Background: an optimization exercise with open tools, aiming at small area and a short achievable clock period. Do not read the settings as production practice. In this exercise RTL edits were held to simulation tests only and were not proved equivalent to the original.

### design/flow/config.mk
export PLATFORM = sky130hd
export DESIGN_NAME = saw2sin
export DESIGN_NICKNAME = saw2sin
export VERILOG_FILES = /design/flow/design.v
export SDC_FILE = /design/flow/constraint.sdc
export NUM_CORES = 4
export LEC_CHECK = 0
export CAP_MARGIN = 20
export CORE_MARGIN = 2
export CORE_UTILIZATION = 40
export SLEW_MARGIN = 20
### design/flow/constraint.sdc
create_clock -name core_clock -period 70.0 [get_ports {i_clk}]
set_input_delay 14.0000 -clock core_clock [delete_from_list [all_inputs] [get_ports {i_clk}]]
set_output_delay 14.0000 -clock core_clock [all_outputs]
set_load 0.01 [all_outputs]
### design/flow/run.sh
#!/bin/bash
# synth_recipe.tcl (not shown) runs the flow's synth.tcl, then flattens the netlist and writes it again
# the make line also repeats each setting of config.mk as NAME=value (left out here)
make -C /OpenROAD-flow-scripts/flow DESIGN_CONFIG=/design/flow/config.mk WORK_HOME=/design/flow/orfs CLKGATE_MAP_FILE= SYNTH_SCRIPT=/design/flow/synth_recipe.tcl finish
### design/flow/design.v
`default_nettype none
module cordic
( input  var [15:0] i_qph  
, output var [15:0] o_sin  
);
logic [15:0] i_x;
logic [15:0] i_y;
always_comb i_x = i_qph[15] ? 16'h0000 : 16'hDBD9;
always_comb i_y = i_qph[15] ? 16'hDBD9 : 16'h0000;
logic [22:0] cordic_angle [0:18];
always_comb cordic_angle[ 0] = 23'h25C80A;  
always_comb cordic_angle[ 1] = 23'h13F670;  
always_comb cordic_angle[ 2] = 23'h0A2223;  
always_comb cordic_angle[ 3] = 23'h05161A;  
always_comb cordic_angle[ 4] = 23'h028BAF;  
always_comb cordic_angle[ 5] = 23'h0145EC;  
always_comb cordic_angle[ 6] = 23'h00A2F8;  
always_comb cordic_angle[ 7] = 23'h00517C;  
always_comb cordic_angle[ 8] = 23'h0028BE;  
always_comb cordic_angle[ 9] = 23'h00145F;  
always_comb cordic_angle[10] = 23'h000A2F;  
always_comb cordic_angle[11] = 23'h000517;  
always_comb cordic_angle[12] = 23'h00028B;  
always_comb cordic_angle[13] = 23'h000145;  
always_comb cordic_angle[14] = 23'h0000A2;  
always_comb cordic_angle[15] = 23'h000051;  
always_comb cordic_angle[16] = 23'h000028;  
always_comb cordic_angle[17] = 23'h000014;  
always_comb cordic_angle[18] = 23'h00000A;  
/*verilator lint_off UNOPTFLAT*/
logic [18:0] x [0:19];
logic [18:0] y [0:19];
logic [22:0] p [0:19];
/*verilator lint_on UNOPTFLAT*/
always_comb x[0] = {1'b0, i_x, {2{1'b0}}};
always_comb y[0] = {1'b0, i_y, {2{1'b0}}};
always_comb p[0] = {i_qph, {7{1'b0}}};
/*verilator lint_off ALWCOMBORDER*/
for (genvar i = 0; i < 19; i = i + 1) begin: l_cordic_steps
  always_comb
    if (p[i][22]) begin
      x[i+1] = x[i] + (y[i] >>> (i+1));
      y[i+1] = y[i] - (x[i] >>> (i+1));
      p[i+1] = p[i] + cordic_angle[i];
    end else begin
      x[i+1] = x[i] - (y[i] >>> (i+1));
      y[i+1] = y[i] + (x[i] >>> (i+1));
      p[i+1] = p[i] - cordic_angle[i];
    end
end
/*verilator lint_on ALWCOMBORDER*/
always_comb
  if (i_qph > 16'd65508)   o_sin = 16'hFFFE;
  else if (i_qph < 16'd32) o_sin = i_qph + (i_qph >> 1);
  else                     o_sin = y[19][17:2];
endmodule
`default_nettype none
module saw2sin
( input  var        i_clk
, input  var [15:0] i_saw
, output var [15:0] o_sin
);
logic invert;
always_comb invert = i_saw[15];
logic reverse;
always_comb reverse = i_saw[14];
logic [15:0] qsaw;
always_comb qsaw = reverse
  ? {~i_saw[13:0], 2'b11}  
  : {i_saw[13:0], 2'b01};  
logic [15:0] qsin;
cordic cordic
( .i_qph (qsaw)
, .o_sin (qsin)
);
logic [16:0] sin;
always_ff @(posedge i_clk) sin <= reverse
  ? (invert ? ~{1'b1, qsin[15:0]}           
            : {1'b1, qsin[15:0]} + 17'd1)   
  : (invert ? ~{1'b1, qsin[15:0]} + 17'd2   
            : {1'b1, qsin[15:0]} + 17'd0);  
always_comb o_sin = sin[16:1];
endmodule
==> run summary <==
==> synth_stat cells (all sizes together) (15+ instances only) <==
master,n
or2,22
nor2,473
mux2i,26
buf,42
a2111oi,15
nor2b,90
or3,37
nor4,30
xnor2,632
clkbuf,62
xor2,292
and3,23
and2,39
nor3,114
a31oi,73
nand2,293
a21oi,644
nand2b,110
a21o,262
o21ai,357
nor3b,17
a21boi,56
nand3,78
ha,933
a31o,20
o211ai,25
o31ai,39
dfxtp,16
fa,35
a211oi,33
o21a,62
nand4,34
o21bai,281
inv,584
or4,19
==> cell families after synthesis <==
kind of cell               after synthesis
AOI/OAI and AO/OA                     1995
xor gates and xnor gates               934
adders and majority gates              973
buffers and inverters                  693
DFF                                     16
muxes                                   32
and+or+nand+nor                       1418
==> metal layers <==
metal  share of wire [%]  global-route usage, %  wire, um
met5                   0                      0         0
met4                 2.0                  3.702      2484
met3                 2.2                 0.3114      2732
met2                  48                  37.73     60180
met1                  48                  28.20     59740
==> through the flow <==
step	setup TNS (ps)	instance area (sq um)	cells
floorplan	0	44180	6061
global placement	-15280	46710	7582
detailed placement	-27100	46710	7582
CTS	0	47000	7591
global route	-3777	49350	7676
finish	0	49350	7676
==> worst paths after layout <==
path / end / cells past startpoint / from / slack [ps]
max: sin[15] / 293 / i_saw[6] / 3400
min: sin[1] / 3 / i_saw[14] / 14340
==> layout make-up <==
cell class	count	area [sq um]	share of cell area [%]
clock buffers	3	75.07	0.1521
flip-flops and latches	16	320.3	0.6491
repair inverters	2	10.01	0.02028
inverters	589	2243	4.546
repair buffers	238	2024	4.102
well taps	1476	1847	3.742
multi-input cells	5352	42830	86.79
==> repair_timing <==
item,CTS,global route
buffers inserted,6,82
gates cloned,0,3
gates resized for setup,38,442
pin swaps,5,72
setup endpoints to repair,16,16
==> key figures <==
Status
  – Run status: no timing/DRC/antenna violations

Detailed routing
  – Count of TritonRoute iterations in the first routing pass: 5
  – WL/cell: 16.30 um
  – Detailed-route vias per instance: 5.523
  – Total via count in the routed design: 42.39k
  – Post-route DRC violation count: 0
  – Count of nets left with antenna violations after detail routing: 0
  – Initial drt markers: 2139
  – Aggregate routed wire length: 125100 um

Logic synthesis
  – Cell count after synthesis: 6061
  – Number of enable-type register cells in the synthesized netlist: 0
  – Compound-Gate Fraction of Synth Area: 29.12%
  – Dominant combinational cell family by area after synthesis: compound AO/OA/AOI/OAI gates
  – Multiplexer share of the synthesized area: 0.7597%
  – Portion of synthesized cell area occupied by the leading cell type: 26.45%
  – Synthesis-stage register bit count: 16
  – Distinct cell type count after synthesis: 126
  – Mapped Area: 44140 sq um
  – Top post-synthesis cells by area: sky130_fd_sc_hd__ha_1 26%, sky130_fd_sc_hd__xnor2_1 12%, sky130_fd_sc_hd__a21oi_1 7.2%
  – Async set-or-reset flop fraction in the synthesized netlist: 0%
  – Sequential-to-total area share from yosys stat: 0.7257%
  – Post-synthesis net count: 7046
  – Ys Warns: 6
  – Area leader, netlist: sky130_fd_sc_hd__ha_1
  – Flip-flop cell with the highest count after synthesis: sky130_fd_sc_hd__dfxtp_1
  – Arithmetic-cell share of the synthesized area counting full adders, half adders and majority gates: 28.15%
  – Post-synthesis share of cell area spent on and, or, nand and nor gates: 15.79%
  – Synthesized area per cell: 7.282 sq um
  – Synth Area in XOR/XNOR: 19.23%

Floorplanning
  – Starting density of the core: 40.43%
  – Die boundary width: 336.2 um
  – Core Region: 109200 sq um
  – Vertical die dimension: 336.2 um
  – Number of cell rows: 121
  – Top-Level Pins: 33
  – Total Die Area: 113000 sq um

Setup path
  – Family with the most delay on the worst path: compound AO/OA/AOI/OAI gates
  – CP Max Fanout: 23
  – Crit path launch type: input pin
  – Type of element capturing the critical path: register
  – Count of buffering cells on the critical path with inverters included: 17
  – Cell with the largest stage delay on the worst path: sky130_fd_sc_hd__or4_1
  – CP max stage delay: 540 ps
  – Required time reported for the critical path endpoint: 70170 ps
  – Signal arrival time at the worst endpoint: 66770 ps
  – Kind of critical path: in -> reg

Layout
  – Registers with the highest flip-flop counts: sin: 16 flops
  – Ant diodes: 0
  – Synth-to-layout area growth: 11.81%
  – Fraction of final layout cells sized beyond drive strength 1: 10.66%
  – Net count reported at finish: 7187
  – Final Core Density: 45.21%
  – Leading cell type in the layout, fill and taps excluded: sky130_fd_sc_hd__ha_1
  – Register containing the most flip-flops in the final layout: sin
  – Fillcell total: 11.13k
  – Commonest non-fill, non-tap cells in the layout: 916 x sky130_fd_sc_hd__ha_1, 577 x sky130_fd_sc_hd__xnor2_1, 568 x sky130_fd_sc_hd__inv_1
  – Flip-flop count of the largest register after layout: 16

STA
  – Minimum period implied by the final worst setup slack: 66600 ps
  – Fin Hold WS: 14340 ps
  – Worst Setup Slack, final: 3403 ps
  – Tightest slew margin relative to the limit: 38.03%
  – Final setup fails: 0
  – Achievable Freq: 15.02 MHz
  – Fin. max-slew vios: 0
  – Period utilization: 95.14%
  – Worst Max-Slew Pin Slew: 923.0 ps
  – Final Hold Viols: 0

Global route
  – Vias in the first global route: 39.79k
  – Sum of overflow across all layers after global routing: 0
  – Maximum number of pins on one net before global-route repair: 44
  – Number of antenna violations at the first check in global routing: 0
  – GRT Util Overall: 20.98%
  – First-pass GRT wire length: 199800 um

Clock network
  – Hold buffers post-CTS: 0
  – Clock slew seen by the registers of the worst setup and hold paths: 40 ps
  – Longest Clk Path Bufs: 2
  – Clk root buf: sky130_fd_sc_hd__clkbuf_16
  – Number of H-tree levels: 1
  – Sink count of the clock tree: 16
  – Clock tree from TritonCTS: yes
  – Inserted Clock Buffers: 3

Placement
  – Worst setup slack after placement: -2119 ps
  – DPL Wire Length: 105500 um
  – Port Buffers: 32
  – Routability congestion estimate from global placement: 0.9592

Min path
  – Class of the tightest hold or removal check: in -> reg

Flow run
  – Max-capacitance violation count: 0

-- separate check: timing with driven ports --
The results above use ideal ports. As a check the final layout listed here was re-extracted and re-timed, cells and wires unchanged.
Step 1 assumes that a clkbuf_16 drives the clock port and a buf_2 every other input.
Step 2 times the ports against the registers' clock, not the clock port: input delays grow and output delays shrink by t, the midpoint of the rising clock arrivals with the driver on.
Three values: no drivers, after step 1, after step 2; two values: the first two.
t, ns: 0.262
slack for setup (ns): 3.403 / 3.409 / 3.147
worst setup path at the end: input to register
worst register clock-pin slew, ns: 0.04 / 0.04
After both steps setup and hold are still met in this run. The setup slack of this run moves by +0.006 ns with the drivers and by -0.256 ns with both steps.
